Source: an optimization exercise on an open RTL-to-GDS flow (aim: small area, a short achievable clock period and few clock cycles). Production flows keep margins and buffers that such runs may drop. In this exercise RTL edits were held to simulation tests only and were not proved equivalent to the original. Power is estimated from default activity; no workload was simulated.

// RV32ICore
module RV32ICore(
    input wire CPU_CLK,
    input wire CPU_RST,
    output wire [31:0] CPU_InstMem_A,        
    input wire [31:0] CPU_InstMem_RD,        
    output wire [31:0] CPU_DataMem_A,        
    output wire [3:0] CPU_DataMem_WE,        
    output wire [31:0] CPU_DataMem_WD,       
    input wire [31:0] CPU_DataMem_RD         
    );
Size in the first run: about 180000 sq um of cells after synthesis.
==> flow/config.mk <==
export PLATFORM = sky130hd
export DESIGN_NAME = RV32ICore
export DESIGN_NICKNAME = RV32ICore
export VERILOG_FILES = /design/flow/design.v
export SDC_FILE = /design/flow/constraint.sdc
export NUM_CORES = 8
export LEC_CHECK = 0
export ABC_AREA = 1
export CAP_MARGIN = 20
export CORE_MARGIN = 2
export CORE_UTILIZATION = 40
export SLEW_MARGIN = 20
==> flow/constraint.sdc <==
create_clock -name core_clock -period 12.0 [get_ports {CPU_CLK}]
set_input_delay 2.4000 -clock core_clock [delete_from_list [all_inputs] [get_ports {CPU_CLK}]]
set_output_delay 2.4000 -clock core_clock [all_outputs]
set_load 0.01 [all_outputs]
standard.sh (not shown) runs the stock make flow with config.mk's settings and CLKGATE_MAP_FILE= SYNTH_SCRIPT=/design/flow/synth_recipe.tcl, a recipe that flattens the netlist after the stock synthesis.
==> flow/flow/run.sh <==
#!/bin/bash
set -euo pipefail
bash standard.sh \
  SETUP_SLACK_MARGIN=8 \
  "BUFFER_PORTS_ARGS=-buffer_cell sky130_fd_sc_hd__buf_4" \
  "CTS_ARGS=-sink_clustering_enable -repair_clock_nets -sink_clustering_size 24 -sink_clustering_max_diameter 80 -dont_use_dummy_load" \
  finish > orfs_make.log 2>&1
Testbench counts at the start, summed over its fixed seeds: cycles 690,001.
Next try:
--- a/flow/design.v
+++ b/flow/design.v
@@ -16,13 +16,12 @@
     wire [31:0] redir_e_pc;
     wire        stall_d;                     
     wire        kill_d, kill_e;
     reg         q_br, q_jal, q_jalr, q_bad, q_ptk, q_taken;    
     wire        q_mis;                       
     wire        ql_mis;                      
-    reg  [31:0] ql_tgt;                      
     reg         e_lbr;                       
     reg         e_lla, e_llb;                
     reg  [31:0] m_ltgt;                      
     reg  [31:0] q_tgt;                       
     reg         e_rw, e_ld, e_st, e_br, e_jal, e_jalr, e_csr, e_bad, e_ptk;
     reg  [4:0]  e_rd;
@@ -98,13 +97,13 @@
     wire sel_r = !clear && replay;
     wire sel_h = f_hold;
     wire sel_t = !clear && !replay && !hold_v && pt_f;
     wire sel_i = !clear && !replay && !hold_v && !pt_f;
     wire [31:0] pc_f_nr = ({32{sel_r}} & a_pc) | ({32{sel_h}} & pc_f)
                         | ({32{sel_t}} & pc_f_tgt) | ({32{sel_i}} & pc_f_inc);
-    wire [31:0] pc_f_next = ({32{ql_mis}} & ql_tgt) | ({32{!ql_mis && q_red}} & q_tgt)
+    wire [31:0] pc_f_next = ({32{ql_mis}} & m_ltgt) | ({32{!ql_mis && q_red}} & q_tgt)
                           | ({32{!q_red && redir_e}} & redir_e_pc)
                           | ({32{!q_red && !redir_e}} & pc_f_nr);
     always @(posedge clk) begin
         if (rst)
             pc_f <= 32'd0;
         else
@@ -402,13 +401,13 @@
     always @(posedge clk) begin
         m_lla  <= e_lla;
         m_llb  <= e_llb;
         m_lptk <= e_ptk;
         m_lf3  <= e_f3;
         m_lop  <= e_lla ? R2 : A;
-        m_ltgt <= e_ptk ? pc4_e : tgt_e;
+        if (e_lbr) m_ltgt <= e_ptk ? pc4_e : tgt_e;
     end
     wire [31:0] la_op = m_lla ? rdata : m_lop;
     wire [31:0] lb_op = m_llb ? rdata : m_lop;
     wire l_eq = la_op == lb_op;
     wire l_lt_lo = la_op[30:0] < lb_op[30:0];
     wire l_lt = (la_op[31] != lb_op[31]) ? (m_lf3[1] ? lb_op[31] : la_op[31]) : l_lt_lo;
@@ -420,13 +419,12 @@
         else
             ql_br <= m_lbr && !ql_mis;
     end
     always @(posedge clk) begin
         ql_taken <= l_taken;
         ql_ptk <= m_lptk;
-        if (m_lbr) ql_tgt <= m_ltgt;
     end
     assign ql_mis = ql_br && (ql_taken != ql_ptk);
     wire fit_e = (&imm_e[20:10]) || !(|imm_e[20:10]);
     wire hi_ne = tgt_e[31:10] != pc_e[31:10];
     reg  u_br, u_brfit, u_jalfit, u_jal;
     wire u_taken = q_taken;
What happened: The changed run finished clean; design area barely changes; total power decreases slightly; synthesized cell count barely changes; worst setup slack got worse by 71 ps; first-iteration DRC count went up by a few percent; synthesized area went down slightly.
Testbench counts after the change, summed over its fixed seeds: cycles 690,001.

========
## old
Another version of the RTL of RV32ICore (not shown whole).
Size: about 12000 cells after synthesis, about 5900 flip-flops, ~170000 um2 of cells after synthesis.
clock: 12.0 ns
lec_check: 0
cap_margin: 20
core_margin: 2
core_utilization: 40
slew_margin: 20
Scripts as last shown in full above: flow/flow/run.sh
Testbench counts of old, summed over its fixed seeds: cycles 715,574.
Here is what was changed in the inputs of new compared with old.
--- a/flow/design.v
+++ b/flow/design.v
@@ -78,13 +78,13 @@
     wire [21:0] thi_p = pc_f[31:10] + 22'd1;
     wire [21:0] thi_m = pc_f[31:10] - 22'd1;
     wire [21:0] thi = ({22{dh_f[0]}} & thi_p) | ({22{dh_f[1]}} & thi_m) | ({22{!dh_f[0] && !dh_f[1]}} & pc_f[31:10]);
     wire [31:0] pc_f_tgt = {thi, tlo_f, pc_f[0]};
     reg  [31:0] a_pc;
     reg         a_pt;
-    reg  [10:0] a_off;
+    reg  [11:0] a_off;
     reg  [NB-1:0] a_hit;
     reg         f_held1, f_held2, f_redir1;
     wire        a_v = !f_held2 && !f_redir1;
     reg         hold_v, sk_v;                
     wire        q_red = q_mis || q_jalr;     
     wire        clear = q_red || redir_e;    
@@ -102,13 +102,13 @@
         if (rst)
             pc_f <= 32'd0;
         else
             pc_f <= pc_f_next;
         a_pc <= pc_f;
         a_pt <= pt_f;
-        a_off <= {dh_f, tlo_f};
+        a_off <= {tlo_f < pc_f[9:1], dh_f, tlo_f - pc_f[9:1]};
         a_hit <= hit_f;
     end
     always @(posedge clk or posedge rst) begin
         if (rst) begin
             f_held1 <= 1'b0;
             f_held2 <= 1'b0;
@@ -119,18 +119,18 @@
             f_redir1 <= clear || replay;
         end
     end
     assign CPU_InstMem_A = pc_f;
     reg  [31:0] ir_hold, dh_pc, sk_ir, sk_pc;
     reg         dh_pt, sk_pt;
-    reg  [10:0] dh_off, sk_off;
+    reg  [11:0] dh_off, sk_off;
     reg  [NB-1:0] dh_hit, sk_hit;
     wire [31:0] ir     = hold_v ? ir_hold : sk_v ? sk_ir : CPU_InstMem_RD;
     wire [31:0] pc_d   = hold_v ? dh_pc   : sk_v ? sk_pc   : a_pc;
     wire        pt_d   = hold_v ? dh_pt   : sk_v ? sk_pt   : a_pt;
-    wire [10:0] poff_d = hold_v ? dh_off  : sk_v ? sk_off  : a_off;
+    wire [11:0] poff_d = hold_v ? dh_off  : sk_v ? sk_off  : a_off;
     wire [NB-1:0] hit_d = hold_v ? dh_hit : sk_v ? sk_hit  : a_hit;
     wire vd = (hold_v || sk_v || a_v) && !kill_d;
     always @(posedge clk or posedge rst) begin
         if (rst) begin
             hold_v <= 1'b0;
             sk_v <= 1'b0;
@@ -174,28 +174,26 @@
     wire [31:0] immI = {{20{ir[31]}}, ir[31:20]};
     wire [31:0] immS = {{20{ir[31]}}, ir[31:25], ir[11:7]};
     wire [31:0] immB = {{20{ir[31]}}, ir[7], ir[30:25], ir[11:8], 1'b0};
     wire [31:0] immU = {ir[31:12], 12'b0};
     wire [31:0] immJ = {{12{ir[31]}}, ir[19:12], ir[20], ir[30:21], 1'b0};
     wire [31:0] pc4 = pc_d + 32'd4;
-    wire [9:0]  lo_b = {1'b0, pc_d[9:1]} + {1'b0, immB[9:1]};
-    wire [9:0]  lo_j = {1'b0, pc_d[9:1]} + {1'b0, immJ[9:1]};
     function step_ok(input [21:0] hi, input c, input [1:0] dh);
         reg z, o, p1, m2;
         begin
             z  = hi == 22'd0;
             o  = &hi;
             p1 = hi == 22'd1;
             m2 = hi == 22'h3ffffe;
             step_ok = (dh == 2'b00 && ((z && !c) || (o && c))) ||
                       (dh == 2'b01 && ((z && c) || (p1 && !c))) ||
                       (dh == 2'b10 && ((o && !c) || (m2 && c)));
         end
     endfunction
-    wire ok_b = lo_b[8:0] == poff_d[8:0] && step_ok(immB[31:10], lo_b[9], poff_d[10:9]);
-    wire ok_j = lo_j[8:0] == poff_d[8:0] && step_ok(immJ[31:10], lo_j[9], poff_d[10:9]);
+    wire ok_b = immB[9:1] == poff_d[8:0] && step_ok(immB[31:10], poff_d[11], poff_d[10:9]);
+    wire ok_j = immJ[9:1] == poff_d[8:0] && step_ok(immJ[31:10], poff_d[11], poff_d[10:9]);
     wire vhit  = (|hit_d) && ((is_br && ok_b) || (is_jal && ok_j));
     wire ptk   = pt_d && vhit;
     wire bad   = pt_d && !vhit && !is_jal;
     wire has_rd = is_lui || is_auipc || is_jal || is_jalr || is_ld || is_opi || is_op || is_csr;
     wire use1 = !(is_lui || is_auipc || is_jal || (is_csr && f3[2]));
     wire use2 = is_br || is_st || is_op;
@@ -302,13 +300,15 @@
     wire [31:0] A  = ({32{e_fa_m}} & m_res) | ({32{e_fa_w}} & w_res) | ({32{e_fa_r}} & a_e);
     wire [31:0] R2 = ({32{e_fb_m}} & m_res) | ({32{e_fb_w}} & w_res) | ({32{e_fb_r}} & r2_e);
     wire [31:0] B  = ({32{e_gb_m}} & m_res) | ({32{e_gb_w}} & w_res) | ({32{e_gb_r}} & r2_e) | ({32{e_gb_i}} & imm_e);
     wire [31:0] Af = A | ({32{e_fa_l}} & rdata);
     wire [31:0] R2f = R2 | ({32{e_fb_l}} & rdata);
     wire [31:0] Bf = B | ({32{e_gb_l}} & rdata);
-    wire [32:0] sum33 = {1'b0, A ^ {32{e_sub}}} + {1'b0, B};
+    wire [31:0] SX = {32{e_sub}};
+    wire [31:0] Ax = ({32{e_fa_m}} & (m_res ^ SX)) | ({32{e_fa_w}} & (w_res ^ SX)) | ({32{e_fa_r}} & (a_e ^ SX));
+    wire [32:0] sum33 = {1'b0, Ax} + {1'b0, B};
     wire [31:0] sum = sum33[31:0] ^ {32{e_sub}};
     wire ltu = sum33[32];
     wire lts = (A[31] ^ B[31]) ? A[31] : sum[31];
     wire eq  = Af == R2f;
     wire lt_lo = Af[30:0] < R2f[30:0];
     wire lt  = (Af[31] != R2f[31]) ? (e_f3[1] ? R2f[31] : Af[31]) : lt_lo;
Results
Result: PASS for each of new and old. Against old, post-route met1 wirelength in new fell slightly. As far as area of all placed cells without fillers is concerned, new and old perform about the same. Compared with old, new shows a higher placed cell count. new vs old: worst relative slew slack up in new. Between new and old, the difference in synthesized area is negligible. new vs. old: placed wire-length estimate went down by about 3.4%. | count of flip-flops with a built-in enable after synthesis | new vs old | ≈ equal |. Total vias in the final route of new is on par with old. Capture point of the critical path: m_res[21]$_DFF_P_ -> new, a_e[21]$_SDFF_PP0_ -> old. old → new: filler-free cell count of the finished design essentially unchanged; number of clock sinks essentially unchanged. Compared to old, the routing of new uses less wire.
Testbench counts of new, summed over its fixed seeds: cycles 715,574.

## port drivers added, routing unchanged
How much do the figures lean on ideal ports? The routed layouts below were timed once more, with nothing changed but the port constraints. Step 1 (the two cells are an assumption about what drives the block):
set clk [get_ports {CPU_CLK}]
set_driving_cell -lib_cell sky130_fd_sc_hd__clkbuf_16 $clk
set_driving_cell -lib_cell sky130_fd_sc_hd__buf_2 [delete_from_list [all_inputs] $clk]
Step 2 times the ports against the registers' clock, not the clock port: input delays grow and output delays shrink by t, the midpoint of the rising clock arrivals with the driver on. a / b / c = ideal / step 1 / step 2; a / b = the first two.
| run | shift t [ns] | slack for setup (ns) | hold slack, ns | worst setup path after step 2 |
|---|---|---|---|---|
| the first run of note 1 | 1.048 | 7.769 / 7.669 / 6.621 | 0.226 / 0.226 / 0.226 | input to register |
| the second run of note 1 | 1.069 | 7.698 / 7.615 / 6.546 | 0.256 / 0.256 / 0.256 | input to register |
| old | 1.041 | 7.460 / 7.522 / 6.481 | 0.249 / 0.249 / 0.249 | input to register |
| new | 1.039 | 7.369 / 7.369 / 6.450 | 0.263 / 0.263 / 0.263 | input to register |
After both steps setup and hold are still met in every run listed. The setup slack of the second run of note 1, which loses most, moves by -0.083 ns with the drivers and by -1.152 ns with both steps.
